This is an optimization exercise on Yosys and OpenROAD, whose aim is small area and a short achievable clock period, not a production implementation. At most, simulation tests tie the RTL to the original design; equivalence was not proved. The flow treats the clock pin as an ideal source, which a real chip does not have.

==> module Vedic, before the edit <==
module Vedic(
  input             clk,
  input             rst,
  input      [31:0] A_5,
  input      [31:0] B_5,
  output reg [63:0] Q_REG
);
reg  [31:0] A_5_reg;
reg  [15:0] one_reg, two_reg, neg_reg;
reg         b31_reg;
wire [15:0] one_d, two_d, neg_d;
wire [63:0] Q;
assign one_d[0] = B_5[0] ^ 1'b0;
assign two_d[0] = (B_5[1] & ~B_5[0] & ~1'b0) | (~B_5[1] & B_5[0] & 1'b0);
assign neg_d[0] = B_5[1];
assign one_d[1] = B_5[2] ^ B_5[1];
assign two_d[1] = (B_5[3] & ~B_5[2] & ~B_5[1]) | (~B_5[3] & B_5[2] & B_5[1]);
assign neg_d[1] = B_5[3];
assign one_d[2] = B_5[4] ^ B_5[3];
assign two_d[2] = (B_5[5] & ~B_5[4] & ~B_5[3]) | (~B_5[5] & B_5[4] & B_5[3]);
assign neg_d[2] = B_5[5];
assign one_d[3] = B_5[6] ^ B_5[5];
assign two_d[3] = (B_5[7] & ~B_5[6] & ~B_5[5]) | (~B_5[7] & B_5[6] & B_5[5]);
assign neg_d[3] = B_5[7];
assign one_d[4] = B_5[8] ^ B_5[7];
assign two_d[4] = (B_5[9] & ~B_5[8] & ~B_5[7]) | (~B_5[9] & B_5[8] & B_5[7]);
assign neg_d[4] = B_5[9];
assign one_d[5] = B_5[10] ^ B_5[9];
assign two_d[5] = (B_5[11] & ~B_5[10] & ~B_5[9]) | (~B_5[11] & B_5[10] & B_5[9]);
assign neg_d[5] = B_5[11];
assign one_d[6] = B_5[12] ^ B_5[11];
assign two_d[6] = (B_5[13] & ~B_5[12] & ~B_5[11]) | (~B_5[13] & B_5[12] & B_5[11]);
assign neg_d[6] = B_5[13];
assign one_d[7] = B_5[14] ^ B_5[13];
assign two_d[7] = (B_5[15] & ~B_5[14] & ~B_5[13]) | (~B_5[15] & B_5[14] & B_5[13]);
assign neg_d[7] = B_5[15];
assign one_d[8] = B_5[16] ^ B_5[15];
assign two_d[8] = (B_5[17] & ~B_5[16] & ~B_5[15]) | (~B_5[17] & B_5[16] & B_5[15]);
assign neg_d[8] = B_5[17];
assign one_d[9] = B_5[18] ^ B_5[17];
assign two_d[9] = (B_5[19] & ~B_5[18] & ~B_5[17]) | (~B_5[19] & B_5[18] & B_5[17]);
assign neg_d[9] = B_5[19];
assign one_d[10] = B_5[20] ^ B_5[19];
assign two_d[10] = (B_5[21] & ~B_5[20] & ~B_5[19]) | (~B_5[21] & B_5[20] & B_5[19]);
assign neg_d[10] = B_5[21];
assign one_d[11] = B_5[22] ^ B_5[21];
assign two_d[11] = (B_5[23] & ~B_5[22] & ~B_5[21]) | (~B_5[23] & B_5[22] & B_5[21]);
assign neg_d[11] = B_5[23];
assign one_d[12] = B_5[24] ^ B_5[23];
assign two_d[12] = (B_5[25] & ~B_5[24] & ~B_5[23]) | (~B_5[25] & B_5[24] & B_5[23]);
assign neg_d[12] = B_5[25];
assign one_d[13] = B_5[26] ^ B_5[25];
assign two_d[13] = (B_5[27] & ~B_5[26] & ~B_5[25]) | (~B_5[27] & B_5[26] & B_5[25]);
assign neg_d[13] = B_5[27];
assign one_d[14] = B_5[28] ^ B_5[27];
assign two_d[14] = (B_5[29] & ~B_5[28] & ~B_5[27]) | (~B_5[29] & B_5[28] & B_5[27]);
assign neg_d[14] = B_5[29];
assign one_d[15] = B_5[30] ^ B_5[29];
assign two_d[15] = (B_5[31] & ~B_5[30] & ~B_5[29]) | (~B_5[31] & B_5[30] & B_5[29]);
assign neg_d[15] = B_5[31];
always @(posedge clk or negedge rst)
begin
  if (~rst) begin
    Q_REG   <= 0;
    A_5_reg <= 0;
    one_reg <= 0;
    two_reg <= 0;
    neg_reg <= 0;
    b31_reg <= 0;
  end else begin
    Q_REG   <= Q;
    A_5_reg <= A_5;
    one_reg <= one_d;
    two_reg <= two_d;
    neg_reg <= neg_d;
    b31_reg <= B_5[31];
  end
end
mul32 u_mul (.a(A_5_reg), .one(one_reg), .two(two_reg), .neg(neg_reg), .b31(b31_reg), .Q(Q));
endmodule
Settings: LEC_CHECK=0, CAP_MARGIN=20, CORE_MARGIN=2, CORE_UTILIZATION=40, SLEW_MARGIN=20, SYNTH_HIERARCHICAL=1, SYNTH_MINIMUM_KEEP_SIZE=0; clock period 14.0 ns.
standard.sh (not shown) runs the stock make flow with config.mk's settings and CLKGATE_MAP_FILE= SYNTH_SCRIPT=/design/flow/synth_recipe.tcl, a recipe that flattens the netlist after the stock synthesis.
==> flow/flow/run.sh <==
#!/bin/bash
# The standard layout (standard.sh, unchanged synthesis) with these changes:
#  - the port buffers are buf_1 (ORFS picks a larger delay buffer by default);
#  - after floorplan, ABC's buffers are removed and every combinational cell
#    is set to its smallest size (flow/downsize.tcl);
#  - CTS's setup repair runs after that skew (in flow/skew.tcl), and it and
#    the later repairs aim at 8.75 ns of setup slack on the 14 ns clock,
#    working on the worst paths (TNS_END_PERCENT=0), so they size up only
#    the cells that the critical paths need; the hold repair fixes the short
#    paths into Q_REG that the skew leaves too fast, with 0.1 ns to spare.
# The make output goes to make_finish.log; each ORFS step keeps its own log
# under orfs/logs.
set -euo pipefail
HERE=$(pwd)
export SKEW_CELLS="dlygate4sd3_1 dlygate4sd3_1"
bash standard.sh \
  "BUFFER_PORTS_ARGS=-buffer_cell sky130_fd_sc_hd__buf_1" \
  REMOVE_ABC_BUFFERS=1 \
  POST_FLOORPLAN_TCL=$HERE/flow/downsize.tcl \
  POST_CTS_TCL=$HERE/flow/skew.tcl \
  SETUP_SLACK_MARGIN=8.75 TNS_END_PERCENT=0 HOLD_SLACK_MARGIN=0.1 SKIP_CTS_REPAIR_TIMING=1 \
  finish > make_finish.log 2>&1
Other scripts of this flow, unchanged in this note and not shown: flow/flow/downsize.tcl, flow/flow/skew.tcl
Then changed:
--- a/flow/design.v
+++ b/flow/design.v
@@ -60,25 +60,24 @@
 assign neg_d[15] = B_5[31];
 always @(posedge clk or negedge rst)
 begin
   if (~rst) begin
     Q_REG   <= 0;
     A_5_reg <= 0;
-    one_reg <= 0;
-    two_reg <= 0;
-    neg_reg <= 0;
-    b31_reg <= 0;
   end else begin
     Q_REG   <= Q;
     A_5_reg <= A_5;
-    one_reg <= one_d;
-    two_reg <= two_d;
-    neg_reg <= neg_d;
-    b31_reg <= B_5[31];
   end
 end
+always @(posedge clk)
+begin
+  one_reg <= one_d;
+  two_reg <= two_d;
+  neg_reg <= neg_d;
+  b31_reg <= B_5[31];
+end
 mul32 u_mul (.a(A_5_reg), .one(one_reg), .two(two_reg), .neg(neg_reg), .b31(b31_reg), .Q(Q));
 endmodule
 module mul32(
   input  [31:0] a,
   input  [15:0] one,
   input  [15:0] two,
Die area came out lower by 0.83%.
Via count drops by 0.66%.
Global-route usage fell by 0.32 points.
Register-to-register slack got worse by 0.18 ns.
Sequential share of layout area goes down by 0.61 points.
Core utilization fell by 0.47 points.
For the second run of this note, only the layout was checked, not whether the RTL still works.

==> re-timing with driven ports <==
The results above use ideal ports. As a check the final layouts listed here were re-extracted and re-timed, cells and wires unchanged.
Step 1: set_driving_cell puts a clkbuf_16 on clk and a buf_2 on each other input, an assumption about the parent block.
Step 2, shift: input delay + t, output delay - t, t = (earliest + latest rising clock arrival at the registers) / 2. This alone moves slack from input paths to output paths.
a / b / c = ideal ports / drivers / drivers and shift; a / b = the first two.
run	t, ns	setup slack, ns	clock arrival spread, ns	pins driven straight from the clock port
the first run	1.179	8.821 / 8.762 / 8.940	1.287 / 1.286	1
the second run	1.214	8.761 / 8.744 / 8.761	1.364 / 1.364	1
Clock arrivals are far apart in the first run and the second run, so t is only a midpoint there and step 2 fits no single register.
